This is an optimization exercise on Yosys and OpenROAD, whose aim is small area, not a production implementation.
In this exercise RTL edits were held to simulation tests only and were not proved equivalent to the original.
Power is estimated from default activity; no workload was simulated.

## build 19
==> flow/design.v (excerpt) <==
module sccpu (instr, mem, clrn, clk, pc, alu, data, wmem);
    input  [31:0] instr, mem;
    input         clrn, clk;
    output [31:0] pc, alu, data;
    output        wmem;
    wire [5:0]  op = instr[31:26];
    wire [5:0]  fn = instr[5:0];
    wire [4:0]  rs = instr[25:21];
    wire [4:0]  rt = instr[20:16];
    wire [4:0]  rd = instr[15:11];
    wire [4:0]  sa = instr[10:6];
    wire [15:0] imm = instr[15:0];
    wire rtype = (op == 6'b000000);
    wire r_alu = rtype & ((fn[5:3] == 3'b100 & ~(fn[2] & fn[1] & fn[0]) & ~(~fn[2] & fn[0]))
                        | (fn[5:2] == 4'b0000 & ~(~fn[1] & fn[0])));
    wire i_jr   = rtype & (fn == 6'b001000);
    wire i_iop  = (op[5:3] == 3'b001) & ~(op[2:0] == 3'b001) & ~(op[2:1] == 2'b01);
    wire i_lw   = (op == 6'b100011);
    wire i_sw   = (op == 6'b101011);
    wire i_beq  = (op == 6'b000100);
    wire i_bne  = (op == 6'b000101);
    wire i_jmp  = (op[5:1] == 5'b00001);
    wire i_jal  = i_jmp & op[0];
    wire wreg = r_alu | i_iop | i_lw | i_jal;
    wire rt_alu  = ~op[5] & ~op[3];
    wire f2      = rt_alu ? fn[2] : op[2];
    wire f1      = rt_alu ? fn[1] : op[1];
    wire f0      = rt_alu ? fn[0] : op[0];
    wire s_shift = rt_alu & ~fn[5];
    wire s_sub   = rtype & fn[1] & ~fn[2];
    wire use_imm = op[5] | op[3];
    wire sx      = ~op[2] & imm[15];
    wire [4:0]  wn = i_jal ? 5'd31 : (rtype ? rd : rt);
    wire [31:0] wd;
    reg  [31:1] vld;
    wire [31:1] wsel;
    wire [31:0] qa, qb;
    wire [30:0] ca [0:31];
    wire [30:0] cb [0:31];
    genvar g, k;
    generate
        for (g = 1; g < 32; g = g + 1) begin : rf
            reg [31:0] q;
            assign wsel[g] = wreg & (wn == g);
            always @(posedge clk)
  ...
clock: 13.0 ns
lec_check: 0
cap_margin: 10
core_margin: 2
core_utilization: 45
place_density: 0.6
setup_slack_margin: 0.2
slew_margin: 5
standard.sh (not shown) runs the stock make flow with config.mk's settings and CLKGATE_MAP_FILE= SYNTH_SCRIPT=/design/flow/synth_recipe.tcl, a recipe that flattens the netlist after the stock synthesis.
==> flow/flow/run.sh <==
#!/bin/bash
# Own flow: the standard layout, with synthesis mapped by an area-oriented
# ABC script, smaller port buffers and a clock tree of smaller buffers
# without dummy loads.
set -euo pipefail
W=$(pwd)
F=$W/flow
export AREA_ABC_SCRIPT=$F/area.abc
sed "s|^source \$::env(SCRIPTS_DIR)/synth.tcl|source $F/abc_swap.tcl|" synth_recipe.tcl > area_synth.tcl
grep -q abc_swap.tcl area_synth.tcl
bash standard.sh SYNTH_SCRIPT=$W/area_synth.tcl \
  "CTS_ARGS=-sink_clustering_enable -repair_clock_nets -dont_use_dummy_load -buf_list {sky130_fd_sc_hd__clkbuf_8 sky130_fd_sc_hd__clkbuf_16} -sink_clustering_size 30 -sink_clustering_max_diameter 70" \
  "BUFFER_PORTS_ARGS=-buffer_cell sky130_fd_sc_hd__buf_1" \
  ADDER_MAP_FILE= MATCH_CELL_FOOTPRINT=0 \
  finish > $W/flow_make.log 2>&1
==> flow/flow/abc_swap.tcl <==
# Runs ORFS's synth.tcl unchanged except that ABC maps with flow/area.abc,
# an area-oriented script, instead of the platform's delay-oriented one.
set f [open $::env(SCRIPTS_DIR)/synth.tcl]
set t [read $f]
close $f
set hook "source \$::env(SCRIPTS_DIR)/synth_preamble.tcl"
set t [string map [list $hook "$hook\nset abc_args \[lreplace \$abc_args 1 1 $::env(AREA_ABC_SCRIPT)\]"] $t]
eval $t
==> flow/flow/area.abc <==
strash
&get -n
&st
&syn2
&dch -f
&nf -R 1000 -a -p
&put
topo
Here is what was changed in the inputs of build 27 compared with build 19.
Settings: CAP_MARGIN changed from 10 to 2; SLEW_MARGIN changed from 5 to 0.
-- flow/flow/run.sh --
<<< build 19, line 12
  "CTS_ARGS=-sink_clustering_enable -repair_clock_nets -dont_use_dummy_load -buf_list {sky130_fd_sc_hd__clkbuf_8 sky130_fd_sc_hd__clkbuf_16} -sink_clustering_size 30 -sink_clustering_max_diameter 70" \
>>> build 27, line 12
  "CTS_ARGS=-sink_clustering_enable -repair_clock_nets -dont_use_dummy_load -buf_list {sky130_fd_sc_hd__clkbuf_4 sky130_fd_sc_hd__clkbuf_8} -sink_clustering_size 24 -sink_clustering_max_diameter 45" \
<<< build 19, line 14
  ADDER_MAP_FILE= MATCH_CELL_FOOTPRINT=0 \
>>> build 27, line 14
  ADDER_MAP_FILE= \
### Flow results
Build 19 → build 27: design area went down 0.31%; wire length held; setup slack after placement held; sequential share of cell area went up 0.17 points.
Here is what was changed in the inputs of build 70 compared with build 27.
==> flow/flow/area.abc <==
strash
&get -n
&st
&synch2
&dch -f
&nf -R 1000 -a
&put
topo
- Build 70 completed; timing, DRC and antenna clean
- Going from build 27 to build 70, die area now sits at about the same level, final worst-path cycle share now sits lower, worst slew slack as a fraction of its limit now sits lower, setup slack after layout now sits higher.
- Re overall power: build 27 was higher than build 70.
- Summary of build 70 over build 27: internal power summed over all cells lower; largest fanout on the critical path lower; total detailed-routing wirelength lower; number of buffers and inverters on the critical path lower; sequential share of layout area higher.


Another version of the RTL of sccpu (not shown whole).
Size: roughly 1,100 flip-flops, ~160 I/O pins, ~49,000 um2 of cells after synthesis.
Settings: LEC_CHECK=0, CAP_MARGIN=0, CORE_MARGIN=2, CORE_UTILIZATION=55, PLACE_DENSITY=0.68, SETUP_SLACK_MARGIN=0.2, SLEW_MARGIN=0; clock period 13.0 ns.
==> flow/flow/run.sh <==
#!/bin/bash
# Own flow: the standard layout, with synthesis mapped by an area-oriented
# ABC script, smaller port buffers and a clock tree of smaller buffers
# without dummy loads.
set -euo pipefail
W=$(pwd)
F=$W/flow
export AREA_ABC_SCRIPT=$F/area.abc
sed "s|^source \$::env(SCRIPTS_DIR)/synth.tcl|source $F/abc_swap.tcl|" synth_recipe.tcl > area_synth.tcl
grep -q abc_swap.tcl area_synth.tcl
bash standard.sh SYNTH_SCRIPT=$W/area_synth.tcl \
  "CTS_ARGS=-sink_clustering_enable -repair_clock_nets -dont_use_dummy_load -buf_list {sky130_fd_sc_hd__clkbuf_8 sky130_fd_sc_hd__clkbuf_16} -sink_clustering_size 30 -sink_clustering_max_diameter 70" \
  "BUFFER_PORTS_ARGS=-buffer_cell sky130_fd_sc_hd__buf_1" \
  ADDER_MAP_FILE= MATCH_CELL_FOOTPRINT=0 RECOVER_POWER=100 \
  finish > $W/flow_make.log 2>&1
==> flow/flow/area.abc <==
strash
&get -n
&st
&syn2
&dch -f
&nf -R 1000 -a -p
&put
topo
Scripts as last shown in full above: flow/flow/abc_swap.tcl
The first run completed, yet does not pass: capacitance limit, slew limit.
Edit:
--- a/flow/flow/run.sh
+++ b/flow/flow/run.sh
@@ -13,3 +13,3 @@
   "BUFFER_PORTS_ARGS=-buffer_cell sky130_fd_sc_hd__buf_1" \
-  ADDER_MAP_FILE= MATCH_CELL_FOOTPRINT=0 RECOVER_POWER=100 \
+  ADDER_MAP_FILE= MATCH_CELL_FOOTPRINT=0 \
   finish > $W/flow_make.log 2>&1
Now the flow produced a layout that fails on capacitance limit.
Clock power stays flat.
Area after synthesis is unchanged.
Global-route usage stays the same.
Clock-buffer cell count stays the same.
Worst setup slack gains 0.075 ns.
Design area went up slightly.

## re-timing with driven ports
How much do the figures lean on ideal ports? The routed layouts below were timed once more, with nothing changed but the port constraints. Step 1 sets driving cells, clkbuf_16 on the clock port and buf_2 on the other inputs (assumed; they add their load-dependent delay and slew). Step 2 times the ports against the registers' clock, not the clock port: input delays grow and output delays shrink by t, the midpoint of the rising clock arrivals with the driver on. Slacks: ideal / step 1 / step 2; pairs: ideal / step 1.
| run | shift t [ns] | setup WS [ns] | worst register clock-pin slew, ns | worst slew at a driven data input, ns | pins driven straight from the clock port |
|---|---|---|---|---|---|
| build 19 | 0.730 | 0.413 / 0.379 / 0.379 | 0.12 / 0.12 | 0.06 | 1 |
| build 27 | 0.882 | 0.373 / 0.340 / 0.340 | 0.12 / 0.12 | 0.06 | 1 |
| build 70 | 0.883 | 0.515 / 0.491 / 0.491 | 0.11 / 0.11 | 0.06 | 1 |
| the first run of note 2 | 0.762 | 0.311 / 0.287 / -0.126 | 0.12 / 0.12 | 0.08 | 1 |
| the second run of note 2 | 0.758 | 0.386 / 0.363 / 0.363 | 0.11 / 0.11 | 0.08 | 1 |
For the first run of note 2, which loses most, drivers alone change the setup slack by -0.024 ns; drivers and shift together by -0.437 ns.
